Background: an optimization exercise with open tools, aiming at small area, a short achievable clock period and few clock cycles per item. Do not read the settings as production practice.
Function was checked by simulation only, so behaviour that the tests miss may differ from the original.
Power figures rest on the tool's default switching activity, not on a simulated workload.

$ cat config.mk
export PLATFORM = sky130hd
export DESIGN_NAME = fp_carpma
export DESIGN_NICKNAME = fp_carpma
export VERILOG_FILES = /design/flow/design.v
export SDC_FILE = /design/flow/constraint.sdc
export NUM_CORES = 4
export LEC_CHECK = 0
export CAP_MARGIN = 20
export CORE_MARGIN = 2
export CORE_UTILIZATION = 40
export SLEW_MARGIN = 20
$ cat constraint.sdc
create_clock -name core_clock -period 10.0 [get_ports {clk_i}]
set_input_delay 2.0000 -clock core_clock [delete_from_list [all_inputs] [get_ports {clk_i}]]
set_output_delay 2.0000 -clock core_clock [all_outputs]
set_load 0.01 [all_outputs]
$ cat design.v
`timescale 1ns / 1ps
module fp_carpma(
    input clk_i,rst_i,en_i,
    input [31:0] x1_i,x2_i,
    output [31:0] sonuc_o,
    output done_o
    );
    reg [31:0] say_x1,say_x2;
    reg sign_1, sign_2;
    reg sign;
    reg [7:0] exp_1,exp_2;
    reg [7:0] exp;
    reg [23:0] man_1,man_2;
    reg [22:0] man;
    reg [47:0] man_ara;
    reg [3:0] durum;
    integer sayac, say_ic;
    reg [31:0] snc;
    reg done;
    assign sonuc_o = snc;
    assign done_o = done;
    always @(posedge clk_i) begin
        if (rst_i) begin
            sign=0;
            man=0;
            exp=0;
            durum=0;
            say_ic=24;
            sayac=0;
            man_ara=0;
            done=0;
        end
        else begin 
            if(en_i==1)begin
                sayac=sayac+1;
                case (durum)
                    0:begin
                        if(sayac <=3)begin
                            if(x1_i == 0 || x2_i == 0)begin
                                durum = 5;
                            end else begin 
                                say_x1=x1_i;
                                say_x2=x2_i;
                                sign_1=say_x1[31];
                                sign_2=say_x2[31];
                                exp_1=say_x1[30:23];
                                exp_2=say_x2[30:23];
                                man_1[22:0]=say_x1[22:0];
                                man_2[22:0]=say_x2[22:0];
                                sign = sign_1  ^  sign_2;
                                exp = exp_1 + exp_2  - 8'b0111_1111;
                                man_1[23]={1'b1};
                                man_2[23]={1'b1};
                            end
                        end else begin
                            durum=1;
                        end
                    end
                    1:begin              
                        man_ara=man_ara << 1;
                        say_ic = say_ic - 1;
                        durum=2;
                    end
                    2:begin
                        if (man_2[say_ic]==1) begin
                            man_ara = man_ara +  man_1;
                            durum=3;
                        end
                        else begin
                            durum=3; 
                        end     
                    end 
                    3:begin
                        if (say_ic != 0) begin
                            durum=1;
                        end
                        else begin
                            durum=4; 
                        end
                    end  
                    4:begin
                        if(man_ara[47] == 0)begin
                            man_ara = man_ara << 2 ;
                            man = man_ara[47:25]; 
                            durum = 5;
                        end
                        else begin
                            man_ara = man_ara << 1 ;
                            man = man_ara[47:25];
                            exp = exp + 1'b1;
                            durum = 5;
                        end  
                    end
                    5:begin
                        if(x1_i == 0 || x2_i == 0)begin 
                            snc = 0;
                            durum = 6;
                        end else begin
                            snc = {sign,exp,man};
                            durum = 6;
                        end
                        done = 1;
                    end
                    6:begin
                        sign_1 = 0;
                        sign_2 = 0;
                        sign = 0 ;
                        say_x1 = 0;
                        say_x2 = 0;
                        man_1 = 0;
                        man_2 = 0;
                        man = 0;
                        man_ara = 0;
                        exp_1 = 0;
                        exp_2 = 0;
                        exp = 0;
                        say_ic=24;
                        sayac = 0;
                        durum = 0;
                    end
                endcase    
            end else begin
                sign_1 = 0;
                sign_2 = 0;
                sign = 0 ;
                say_x1 = 0;
                say_x2 = 0;
                man_1 = 0;
                man_2 = 0;
                man = 0;
                man_ara = 0;
                exp_1 = 0;
                exp_2 = 0;
                exp = 0;
                say_ic=24;
                sayac = 0;
                durum = 0;
                done = 0;
            end
        end     
    end
endmodule
$ cat run.sh
#!/bin/bash
# synth_recipe.tcl (not shown) runs the flow's synth.tcl, then flattens the netlist and writes it again
# the make line also repeats each setting of config.mk as NAME=value (left out here)
make -C /OpenROAD-flow-scripts/flow DESIGN_CONFIG=/design/flow/config.mk WORK_HOME=/design/flow/orfs CLKGATE_MAP_FILE= SYNTH_SCRIPT=/design/flow/synth_recipe.tcl finish
==> flow_summary_export.csv <==
group,metric,value,unit
run_status,outcome,"finished clean",
worst_setup_path,arrival,5.51,ns
worst_setup_path,cp-endpoint,"exp[0]",
synthesis,netlist_instances,1457,
drt,drtIter0Drc,1060,
power,cellPowerDensity,141,mW/mm^2
synthesis,synth_flop_cell,"dfxtp_1",
synthesis,synthDistinctLibCells,75,
power,p_seq_share,46.4,%
layout,drive_gt1_share,6.62,%
drt,wl_per_cell,18.2,um
drt,routed_wl,34.8,mm
sta,fin_tns_setup,0,ns
floorplanning,rows,65,
sta,setup_viol,0,
global_routing,grt_busiest_layer,"met2",
synthesis,postSynthAreaPerCell,8.87,sq um
placement,gp_congestion,0.823,
synthesis,yosysTopAreaCell,"dfxtp_1",
worst_setup_path,worstPathMaxFanout,34,
synthesis,syn-num-nets,1567,
worst_setup_path,worstSetupStartpointType,"input pin",
worst_setup_path,r2r-start,"sayac[2]",
global_routing,grt_util_all_layers,20.1,%
power,vdd_drop_max,0.142,mV
floorplanning,core-area,0.0317,sq mm
sta,finalHoldViolations,0,
global_routing,grt_use_met3,2.83,%
sta,tightest_slew,0.988,ns
synthesis,synth_area,0.0129,sq mm
layout,fill_cells,2982,
floorplanning,die_w,184,um
synthesis,synth_edf_count,79,
power,p_leak,5.25,nW
floorplanning,dieHeight,184,um
worst_setup_path,worstSetupPathType,"in2reg",
power,switching_share,22.7,%
global_routing,grtUsageMet2,32.2,%
cts,h-tree-depth,1,
synthesis,synth_area_leaders,"dfxtp_1 23%, edfxtp_1 18%, a21oi_1 4.2%",
placement,place_area,0.0142,sq mm
layout,design_area,0.0151,sq mm
floorplanning,ios,100,
worst_setup_path,r2r_end,"man_1[12]",
cts,cts_hold_buf,0,
placement,io_buffers,99,
global_routing,grt_max_degree,80,
cts,clockBufferDepth,3,
cts,clockRootBuffer,"clkbuf_16",
drt,vias,11400,
cts,cts_setup_buffers,0,
worst_setup_path,cp-end-kind,"flip-flop",
cts,clock_sinks,227,
global_routing,grt_antenna_before_repair,1,
worst_setup_path,r2r_setup_slack,5.58,ns
drt,dr.pass1.iters,6,
drt,viasPerCell,5.95,
worst_setup_path,rr_worst_depth,10,
synthesis,synth_seq_cells,227,
sta,fmax,199,MHz
placement,hpwlAfterDp,23.5,mm
layout,area_delta_synth_final,16.5,%
layout,final_nets,1599,
cts,cts_tree,"yes",
synthesis,async_reset_ff_share,0,%
drt,drtAntennaViolNets,0,
drt,drc,0,
floorplanning,floorplan.initialDensity,40.8,%
synthesis,yosysSeqAreaShare,41.3,%
worst_setup_path,required,10.47,ns
worst_setup_path,crit_start,"x1_i[30]",
global_routing,grtUsageMet1,28.5,%
global_routing,grt-ovfl-total,0,
min_path,hp-class,"reg2reg",
power,power_frac_clock,47.2,%
global_routing,grt_pass1_vias,10500,
synthesis,synth_top_area_share,22.9,%
sta,fin_crit_sh,50.4,%
synthesis,yosysWarnings,1,
sta,clock_skew,0.0245,ns
sta,period_minus_slack,5.04,ns
job,maxCapViolCount,0,
cts,post_cts_resized,0,
cts,clock_latency,0.55,ns
power,p_int,1.64,mW
cts,cts_made_buffers,27,
power,power.switching,481,uW
cts,clk_pin_slew,0.06,ns
floorplanning,die-area,0.0338,sq mm
global_routing,grt_pass1_wl,55.6,mm
layout,num_antenna_cells,0,
power,p_comb_share,6.3,%
sta,rsz0062_at_grt,"no",
sta,drv_slew,0,
sta,slew_headroom,34.0,%
## power by group through the flow
stage | registers, mW | logic [mW] | clock network [mW]
after global routing | 0.985 | 0.147 | 1.05
final | 0.983 | 0.134 | 1.00
after global placement | 1.00 | 0.133 | 0
after detailed placement | 1.00 | 0.133 | 0
after CTS | 0.983 | 0.134 | 1.02
after floorplan | 0.998 | 0.0731 | 0
## cells in the final DEF (no fill, tap or decap), drive strengths merged, types with 9 or more instances in the layout
master and instances:
mux2i 25, nand2b 11, xor2 22, a31oi 17, nand3 42, o21a 14
xnor2 35, or3 13, and2 43, nand4 32, nor4 31, clkdlybuf4s50 99
o21ai 65, a211oi 18, inv 27, edfxtp 79, or4 21, nor3 37
o31ai 12, clkbuf 38, mux2 14, dfxtp 148, ha 41, a21o 17
a21oi 109, a22oi 13, nor2 141, o211ai 9, buf 15, and3 65
o21bai 10, nand2 101, a222oi 17, o311ai 15
## worst max-delay path, stage by stage
cell and delay (ns):
clkdlybuf4s50_1 0.46, nor4_1 0.37, nand4_1 0.30, o22a_1 0.60, and2_1 0.34, o21ai_0 0.10, nor4_2 0.07, nor3_1 0.60
or3_1 0.43, mux2i_1 0.22
## kinds of logic after synthesis
logic type	synth area share, %
AO/OA/AOI/OAI	19.7
XOR/XNOR	3.86
adder cells (fa/ha/maj)	4.28
buffers and inverters	4.10
flip-flops	41.3
multiplexers	4.20
AND/OR/NAND/NOR	22.6
## flip-flops by register name, summed over array words and instances (netlist names)
name	cells
man_1	23
say_ic	32
man_ara	48
sayac	32
done	1
sign	1
man_2	24
durum	3
snc	32
man	23
exp	8
## layer usage
| layer | part of all wire (%) | vias up |
|---|---|---|
| met3 | 6.9 | 55 |
| met4 | 2.1 | 2 |
| met2 | 44 | 409 |
| li1 | - | 5544 |
| met1 | 46 | 5362 |
| met5 | 0.037 | - |
## cell type report
type	instances	area [sq um]	share of cell area (%)
Clock buffer	38	758	5.04
Clock inverter	12	139	0.922
Inverter	26	97.6	0.648
Multi-Input combinational cell	1093	7120	47.3
Sequential cell	227	5340	35.4
Tap cell	402	503	3.34
Timing Repair Buffer	114	1100	7.33
## per-stage QoR
step                std cells  utilization [%]  setup slack, ns  hold WS [ns]  power, mW
CTS                      1912             47.5             4.98         0.449       2.14
global route             1912             47.5             4.66         0.461       2.19
finish                   1912             47.5             4.96         0.445       2.12
global placement         1862             44.6             4.45         0.439       1.14
floorplan                1457                -             4.27         0.427       1.07
detailed placement       1862             44.6             4.45         0.441       1.14
## synth_stat cells (all sizes together), types with 37 or more instances
cell / count
and3: 65
nor3: 37
and2: 43
a21oi: 109
edfxtp: 79
nor2: 141
o21ai: 65
ha: 41
nand2: 101
clkbuf: 97
nand3: 42
dfxtp: 148
## how the worst min path moves through the flow
stage	from	endpoint	slack, ns	cells past startpoint
2_1_floorplan	man[5]	man[5]	0.43	2
5_1_grt	man[1]	man[1]	0.46	2
4_1_cts	man[0]	man[0]	0.45	2
3_3_place_gp	man[0]	man[0]	0.44	2
3_5_place_dp	man[5]	man[5]	0.44	2
6_report	man[0]	man[0]	0.45	2
Testbench counts, summed over its fixed seeds: cycles 179,484, items 2,400.

## what the ideal ports hide
In the flow no input, the clock included, has a driving cell. The finished layout below was timed again as built, in two steps. Step 1 assumes that a clkbuf_16 drives the clock port and a buf_2 every other input. Step 2 moves the port delays by t, midway between the first and last clock arrival at a register: inputs arrive t later, outputs are due t later. That takes back most of the time a late clock gives input paths. Three values: ideal ports, drivers, drivers and shift; two values: the first two.
shift t [ns]: 0.585
setup WS [ns]: 4.962 / 4.992 / 4.407
worst hold slack (ns): 0.445 / 0.445 / 0.445
pins driven straight from the clock port: 1
After both steps this run still meets setup and hold. For this run, drivers alone change the setup slack by +0.030 ns; drivers and shift together by -0.555 ns.
